From an optimization exercise on the open Yosys and OpenROAD flow, aimed at small area, a short achievable clock period and few clock cycles; shortcuts taken in it are not production practice. In this exercise RTL edits were held to simulation tests only and were not proved equivalent to the original.

## run A
==> flow/design.v <==
module sqrt_u32(
        input             clk,
        input             rst_n,
        input             vld_in,
        input      [31:0] x,
        output reg        vld_out,
        output     [15:0] y
    );
    reg          busy;
    reg [3:0]    c;                         
    reg [16:0]   r;                         
    reg [12:0]   xh;                        
    reg [15:0]   z;                         
    assign y = z;
    function [32:0] step(input [32:0] rq, input [1:0] xx);
        reg [18:0] a;
        reg [18:0] b;
        reg [18:0] d;
        reg        s;
        begin
            s = rq[32];
            a = {rq[32:16], xx};
            b = {{2{~s}}, rq[14:0] ^ {15{~s}}, 1'b1, s};
            d = a + b + {18'd0, ~s};
            step = {d[16:0], rq[14:0], ~d[18]};
        end
    endfunction
    function [19:0] first(input [5:0] top);
        begin
            case (top)
            6'd0: first = {17'h1ffff, 3'd0};
            6'd1: first = {17'h00000, 3'd1};
            6'd2: first = {17'h00001, 3'd1};
            6'd3: first = {17'h00002, 3'd1};
            6'd4: first = {17'h1fffb, 3'd2};
            6'd5: first = {17'h1fffc, 3'd2};
            6'd6: first = {17'h1fffd, 3'd2};
            6'd7: first = {17'h1fffe, 3'd2};
            6'd8: first = {17'h1ffff, 3'd2};
            6'd9: first = {17'h00000, 3'd3};
            6'd10: first = {17'h00001, 3'd3};
            6'd11: first = {17'h00002, 3'd3};
            6'd12: first = {17'h00003, 3'd3};
            6'd13: first = {17'h00004, 3'd3};
            6'd14: first = {17'h00005, 3'd3};
            6'd15: first = {17'h00006, 3'd3};
            6'd16: first = {17'h1fff7, 3'd4};
            6'd17: first = {17'h1fff8, 3'd4};
            6'd18: first = {17'h1fff9, 3'd4};
            6'd19: first = {17'h1fffa, 3'd4};
            6'd20: first = {17'h1fffb, 3'd4};
            6'd21: first = {17'h1fffc, 3'd4};
            6'd22: first = {17'h1fffd, 3'd4};
            6'd23: first = {17'h1fffe, 3'd4};
            6'd24: first = {17'h1ffff, 3'd4};
            6'd25: first = {17'h00000, 3'd5};
            6'd26: first = {17'h00001, 3'd5};
            6'd27: first = {17'h00002, 3'd5};
            6'd28: first = {17'h00003, 3'd5};
            6'd29: first = {17'h00004, 3'd5};
            6'd30: first = {17'h00005, 3'd5};
            6'd31: first = {17'h00006, 3'd5};
            6'd32: first = {17'h00007, 3'd5};
            6'd33: first = {17'h00008, 3'd5};
            6'd34: first = {17'h00009, 3'd5};
            6'd35: first = {17'h0000a, 3'd5};
            6'd36: first = {17'h1fff3, 3'd6};
            6'd37: first = {17'h1fff4, 3'd6};
            6'd38: first = {17'h1fff5, 3'd6};
            6'd39: first = {17'h1fff6, 3'd6};
            6'd40: first = {17'h1fff7, 3'd6};
            6'd41: first = {17'h1fff8, 3'd6};
            6'd42: first = {17'h1fff9, 3'd6};
            6'd43: first = {17'h1fffa, 3'd6};
            6'd44: first = {17'h1fffb, 3'd6};
            6'd45: first = {17'h1fffc, 3'd6};
            6'd46: first = {17'h1fffd, 3'd6};
            6'd47: first = {17'h1fffe, 3'd6};
            6'd48: first = {17'h1ffff, 3'd6};
            6'd49: first = {17'h00000, 3'd7};
            6'd50: first = {17'h00001, 3'd7};
            6'd51: first = {17'h00002, 3'd7};
            6'd52: first = {17'h00003, 3'd7};
            6'd53: first = {17'h00004, 3'd7};
            6'd54: first = {17'h00005, 3'd7};
            6'd55: first = {17'h00006, 3'd7};
            6'd56: first = {17'h00007, 3'd7};
            6'd57: first = {17'h00008, 3'd7};
            6'd58: first = {17'h00009, 3'd7};
            6'd59: first = {17'h0000a, 3'd7};
            6'd60: first = {17'h0000b, 3'd7};
            6'd61: first = {17'h0000c, 3'd7};
            6'd62: first = {17'h0000d, 3'd7};
            6'd63: first = {17'h0000e, 3'd7};
            default: first = 20'd0;
            endcase
        end
    endfunction
    wire [14:0] valid = {(c[3] & c[2]),
                     (c[3] & (c[2] | (c[1] & c[0]))),
                     (c[3] & (c[2] | c[1])),
                     (c[3] & (c[2] | (c[1] | c[0]))),
                     c[3],
                     (c[3] | (c[2] & (c[1] & c[0]))),
                     (c[3] | (c[2] & c[1])),
                     (c[3] | (c[2] & (c[1] | c[0]))),
                     (c[3] | c[2]),
                     (c[3] | (c[2] | (c[1] & c[0]))),
                     (c[3] | (c[2] | c[1])),
                     (c[3] | (c[2] | (c[1] | c[0]))),
                     1'b1,
                     1'b1,
                     1'b1};
    wire [19:0] ld = first(x[31:26]);
    reg [32:0] it;                          
    integer k;
    always @* begin
        it = {r, 1'b0, z[14:0] & valid};
        for (k = 0; k < 1; k = k + 1)
            it = step(it, {xh[12-k], z[15-k]});
    end
    always @(posedge clk or negedge rst_n) begin
        if (!rst_n) begin
            busy    <= 1'b0;
            vld_out <= 1'b0;
        end else begin
            vld_out <= busy && c == 4'd12;
            if (!busy)
                busy <= vld_in;
            else if (c == 4'd12)
                busy <= 1'b0;
        end
    end
    always @(posedge clk) begin
        if (!busy) begin
            r  <= ld[19:3];
            xh <= {x[25], x[23], x[21], x[19], x[17], x[15], x[13], x[11], x[9], x[7], x[5], x[3], x[1]};
            z  <= {x[24], x[22], x[20], x[18], x[16], x[14], x[12], x[10], x[8], x[6], x[4], x[2], x[0], ld[2:0]};
            c  <= 4'd0;
        end else begin
            r  <= it[32:16];
            xh <= xh << 1;
            z  <= {z[14:0], it[0:0]};
            c  <= c + 4'd1;
        end
    end
endmodule
==> flow/config.mk <==
export PLATFORM = sky130hd
export DESIGN_NAME = sqrt_u32
export DESIGN_NICKNAME = sqrt_u32
export VERILOG_FILES = /design/flow/design.v
export SDC_FILE = /design/flow/constraint.sdc
export NUM_CORES = 4
export LEC_CHECK = 0
export CAP_MARGIN = 20
export CORE_MARGIN = 2
export CORE_UTILIZATION = 40
export SLEW_MARGIN = 20
==> flow/constraint.sdc <==
create_clock -name core_clock -period 10.0 [get_ports {clk}]
set_input_delay 2.0000 -clock core_clock [delete_from_list [all_inputs] [get_ports {clk}]]
set_output_delay 2.0000 -clock core_clock [all_outputs]
set_load 0.01 [all_outputs]
standard.sh (not shown) runs the stock make flow with config.mk's settings and CLKGATE_MAP_FILE= SYNTH_SCRIPT=/design/flow/synth_recipe.tcl, a recipe that flattens the netlist after the stock synthesis.
==> flow/flow/run.sh <==
#!/bin/bash
set -euo pipefail
MARGIN=$(cat flow/margin.txt)
bash standard.sh \
  "SETUP_SLACK_MARGIN=$MARGIN" \
  "BUFFER_PORTS_ARGS=-buffer_cell sky130_fd_sc_hd__buf_1" \
  finish > standard.log 2>&1
==> flow/flow/margin.txt <==
7.2
Testbench counts of run A, summed over its fixed seeds: cycles 33,608.
Input changes introduced in run B (baseline for comparison: run A):
Settings: swapping 40 for 55 in CORE_UTILIZATION; putting ABC_AREA at 1 where nothing was set.
==> flow/flow/margin.txt <==
7.0
==> results.txt <==
Final cell area excluding filler cells (lower): run B
[run B vs run A] share of cell area taken by flip-flops and latches: higher in run B
Delta(layout overhead on the synthesized area, run B - run A) < 0
NOTE: relative area of clock buffers and inverters in the final design in run B exceeds that of run A
Filler cell count in the final layout (higher): run A
Run A -> run B: number of buffers on the longest clock path delta 0, exact match
Taking run A as the reference, in run B detailed-route wire length has decreased, layout cell share with drive strength beyond 1 down 33 points.
Inputs modified between run B and run C:
Settings: ABC_AREA no longer set, was 1; CORE_UTILIZATION now 70, was 55.
Findings:
Number of clock buffers in the layout ends up lower on run B.
In the flow results for run B and run C, the detailed-route wire length on metal 1 is larger on run B.
Maximum net fanout on the critical path for run C: 4 up relative to run B
Looking at timing startpoint of the critical path, the x[26] result is from run C; the z[15] one comes from run B.
For run D, these inputs were changed with respect to run C:
Settings: CORE_UTILIZATION now 40, was 70.
## What came out
Any difference in fmax between run D and run C is small enough to ignore.
The run with more routed wire is run D, not run C.
Final number of setup-violating endpoints delta (run D -> run C): insignificant
Status: global-route wire length before repair parity (run C, run D)

static timing again, ports no longer ideal:
No port has a modelled driver above. Below, the same layouts with a new extraction and two added sets of constraints. Step 1 sets driving cells, clkbuf_16 on the clock port and buf_2 on the other inputs (assumed; they add their load-dependent delay and slew). Step 2 times the ports against the registers' clock, not the clock port: input delays grow and output delays shrink by t, the midpoint of the rising clock arrivals with the driver on. Slacks: ideal / step 1 / step 2; pairs: ideal / step 1.
run	shift t [ns]	slack for setup (ns)	pins driven straight from the clock port
run A	0.339	7.185 / 7.153 / 6.849	1
run B	0.331	7.114 / 7.085 / 6.838	1
run C	0.324	7.072 / 7.072 / 6.755	1
run D	0.335	7.071 / 7.077 / 6.744	1
After both steps setup and hold are still met in every run listed. The setup slack of run A, which loses most, moves by -0.032 ns with the drivers and by -0.336 ns with both steps.
